Background: an optimization exercise with open tools, aiming at small area. Do not read the settings as production practice. Only simulation tests tie the RTL to the original design; equivalence was not proved. The clock port is modelled as an ideal driver, which makes a skipped or thinned clock tree look cheaper than it is; a real chip needs a root buffer or a tree. Power and IR drop assume default switching activity.

==> flow/design.v (excerpt) <==
module finalDesign(
	input clk,
	input rst,
	input start_in,
	input end_in,
	input clear_in,
	input en,
	input wire [2:0] check,
	output wire led,
	output wire [2:0] seg,
	output wire [6:0] digits,
	output reg [1:0] winner
);
Size: about 380 cells after synthesis, ~22 I/O pins, ~3300 um^2 of cells after synthesis.
Settings: LEC_CHECK=0, ABC_AREA=1, CAP_MARGIN=20, CORE_MARGIN=2, CORE_UTILIZATION=65, GPL_TIMING_DRIVEN=0, SLEW_MARGIN=20; clock period 13.0 ns.
standard.sh (not shown) runs the stock make flow with config.mk's settings and CLKGATE_MAP_FILE= SYNTH_SCRIPT=/design/flow/synth_recipe.tcl, a recipe that flattens the netlist after the stock synthesis.
==> flow/flow/run.sh <==
#!/bin/bash
# Own layout flow: the standard synthesis, then its combinational logic re-mapped
# with a stronger ABC script (registers untouched; several random seeds, the
# smallest result kept), then the standard ORFS steps with buf_1 port buffers and a
# one-level clock distribution of our own (flow/cts.tcl).
set -euo pipefail
W=$(pwd)
R=$W/orfs/results/$FLOW_PLATFORM/finalDesign/base
LIB=$FLOW_HOME/platforms/sky130hd/lib/sky130_fd_sc_hd__tt_025C_1v80.lib

bash standard.sh "$R/1_2_yosys.v" > "$W/log_synth.txt" 2>&1
cp "$R/1_2_yosys.v" "$W/standard_synth.v"

for S in 1 2 3 4; do
  sed -e "s/-S 0/-S $S/" flow/deep.abc > "$W/deep_$S.abc"
  sed -e "s#::LIB::#$LIB#g" -e "s#::IN::#$W/standard_synth.v#" \
      -e "s#::SCRIPT::#$W/deep_$S.abc#" -e "s#::OUT::#$W/remapped_$S.v#" \
      flow/remap.ys > "$W/remap_$S.ys"
  yosys -s "$W/remap_$S.ys" > "$W/log_remap_$S.txt" 2>&1 &
done
wait
best=""; bestarea=""
for S in 1 2 3 4; do
  a=$(grep "Chip area" "$W/log_remap_$S.txt" | tail -1 | awk '{print $NF}')
  [[ -n "$a" && -s "$W/remapped_$S.v" ]] || continue
  if [[ -z "$best" ]] || awk "BEGIN{exit !($a < $bestarea)}"; then best=$S; bestarea=$a; fi
done
echo "remap seed $best area $bestarea" > "$W/log_remap_choice.txt"
cp "$W/remapped_$best.v" "$R/1_2_yosys.v"
touch "$R/1_2_yosys.v"

export BUFFER_PORTS_ARGS="-buffer_cell sky130_fd_sc_hd__buf_1"
bash standard.sh place > "$W/log_place.txt" 2>&1

# own clock distribution instead of ORFS's CTS step
export R LIB
export CLK_CELL=$(sed -n 1p flow/clk.txt) CLK_LEAVES=$(sed -n 2p flow/clk.txt)
openroad -no_init -exit flow/cts.tcl > "$W/log_cts.txt" 2>&1
touch "$R/4_1_cts.odb" "$R/4_cts.sdc"

bash standard.sh finish > "$W/log_layout.txt" 2>&1
==> flow/flow/clk.txt <==
sky130_fd_sc_hd__buf_12
4
Other scripts of this flow, unchanged in this note and not shown: flow/flow/cts.tcl, flow/flow/deep.abc, flow/flow/remap.ys
The starting point went through all stages and came out clean.
Change:
==> flow/flow/clk.txt (replaced) <==
sky130_fd_sc_hd__clkbuf_8
4
The new run finished clean.
Synthesized area decreases by 0.83%.
Setup slack is worse by 19 ps.
Via count barely changes.
Design area decreases by 1.6%.
Total power decreases by about 6%.
Register-to-register slack is better by 170 ps.
Critical path depth is unchanged.
No run of this note takes its clock network from TritonCTS; it comes from the design's own scripts or RTL.

Another version of the RTL of finalDesign (not shown whole).
Size: ~380 cells after synthesis, ~22 I/O pins, ~3300 sq um of cells after synthesis.
clock: 13.0 ns
lec_check: 0
abc_area: 1
cap_margin: 0
core_margin: 2
core_utilization: 65
gpl_timing_driven: 0
slew_margin: 0
==> flow/flow/run.sh <==
#!/bin/bash
# Own layout flow: the standard synthesis, then its combinational logic re-mapped
# with a stronger ABC script (registers untouched; several random seeds, the
# smallest result kept), then the standard ORFS steps with buf_1 port buffers and a
# one-level clock distribution of our own (flow/cts.tcl).
set -euo pipefail
W=$(pwd)
R=$W/orfs/results/$FLOW_PLATFORM/finalDesign/base
LIB=$FLOW_HOME/platforms/sky130hd/lib/sky130_fd_sc_hd__tt_025C_1v80.lib

bash standard.sh "$R/1_2_yosys.v" > "$W/log_synth.txt" 2>&1
cp "$R/1_2_yosys.v" "$W/standard_synth.v"

for S in 1 2 3 4 5 6 7 8; do
  sed -e "s/-S 0/-S $S/" flow/deep.abc > "$W/deep_$S.abc"
  sed -e "s#::LIB::#$LIB#g" -e "s#::IN::#$W/standard_synth.v#" \
      -e "s#::SCRIPT::#$W/deep_$S.abc#" -e "s#::OUT::#$W/remapped_$S.v#" \
      flow/remap.ys > "$W/remap_$S.ys"
  yosys -s "$W/remap_$S.ys" > "$W/log_remap_$S.txt" 2>&1 &
  if (( S % 4 == 0 )); then wait; fi
done
best=""; bestarea=""
for S in 1 2 3 4 5 6 7 8; do
  a=$(grep "Chip area" "$W/log_remap_$S.txt" | tail -1 | awk '{print $NF}')
  [[ -n "$a" && -s "$W/remapped_$S.v" ]] || continue
  if [[ -z "$best" ]] || awk "BEGIN{exit !($a < $bestarea)}"; then best=$S; bestarea=$a; fi
done
echo "remap seed $best area $bestarea" > "$W/log_remap_choice.txt"
cp "$W/remapped_$best.v" "$R/1_2_yosys.v"
touch "$R/1_2_yosys.v"

export BUFFER_PORTS_ARGS="-buffer_cell sky130_fd_sc_hd__buf_1"
bash standard.sh place > "$W/log_place.txt" 2>&1

# own clock distribution instead of ORFS's CTS step
export R LIB
export CLK_CELL=$(sed -n 1p flow/clk.txt) CLK_LEAVES=$(sed -n 2p flow/clk.txt)
openroad -no_init -exit flow/cts.tcl > "$W/log_cts.txt" 2>&1
slew=$(grep "worst register clock pin slew" "$W/log_cts.txt" | awk '{print $NF}')
if awk "BEGIN{exit !($slew > 126)}"; then
  export CLK_CELL=sky130_fd_sc_hd__buf_12
  openroad -no_init -exit flow/cts.tcl > "$W/log_cts_retry.txt" 2>&1
fi
touch "$R/4_1_cts.odb" "$R/4_cts.sdc"

bash standard.sh finish > "$W/log_layout.txt" 2>&1
Other scripts of this flow, unchanged in this note and not shown: flow/flow/clk.txt, flow/flow/cts.tcl, flow/flow/deep.abc, flow/flow/remap.ys
Then changed:
--- a/flow/config.mk
+++ b/flow/config.mk
@@ -8,3 +8,3 @@
 export ABC_AREA = 1
-export CAP_MARGIN = 0
+export CAP_MARGIN = 20
 export CORE_MARGIN = 2
@@ -12,2 +12,2 @@
 export GPL_TIMING_DRIVEN = 0
-export SLEW_MARGIN = 0
+export SLEW_MARGIN = 20
What happened:
- register-to-register slack improves by 1.1 ns
- clock power is lower by about 0.7%
- total power climbs by about 1.1%
- routed wire length went down by about 1%
- combinational power increases by about 10%
- sequential power barely changes
- area after synthesis grows by about 0.3%
- global-route usage came out lower by 0.74 points
- cell area grows by about 0.54%
- die area barely changes
- setup slack gets better by 1.1 ns
In every run of this note, the design's own scripts or RTL, not TritonCTS, make the clock network.

## re-timing with driven ports
Ports are ideal in the flow. The routed layouts listed here were re-timed in OpenROAD.
Step 1 assumes that a clkbuf_16 drives the clock port and a buf_2 every other input.
Step 2 moves the port delays by t, midway between the first and last clock arrival at a register: inputs arrive t later, outputs are due t later. That takes back most of the time a late clock gives input paths.
Three values: ideal, step 1, step 2; two values: the first two.
run | t (ns) | setup WS [ns] | worst slew at a driven data input, ns
the first run of note 1 | 0.202 | 8.114 / 8.169 / 7.967 | 0.03
the second run of note 1 | 0.225 | 8.095 / 8.131 / 7.906 | 0.03
the first run of note 2 | 0.224 | 7.326 / 7.362 / 7.138 | 0.03
the second run of note 2 | 0.224 | 8.454 / 8.482 / 8.258 | 0.03
After both steps every run listed still meets setup and hold. The setup slack of the second run of note 2, which loses most, moves by +0.028 ns with the drivers and by -0.196 ns with both steps.
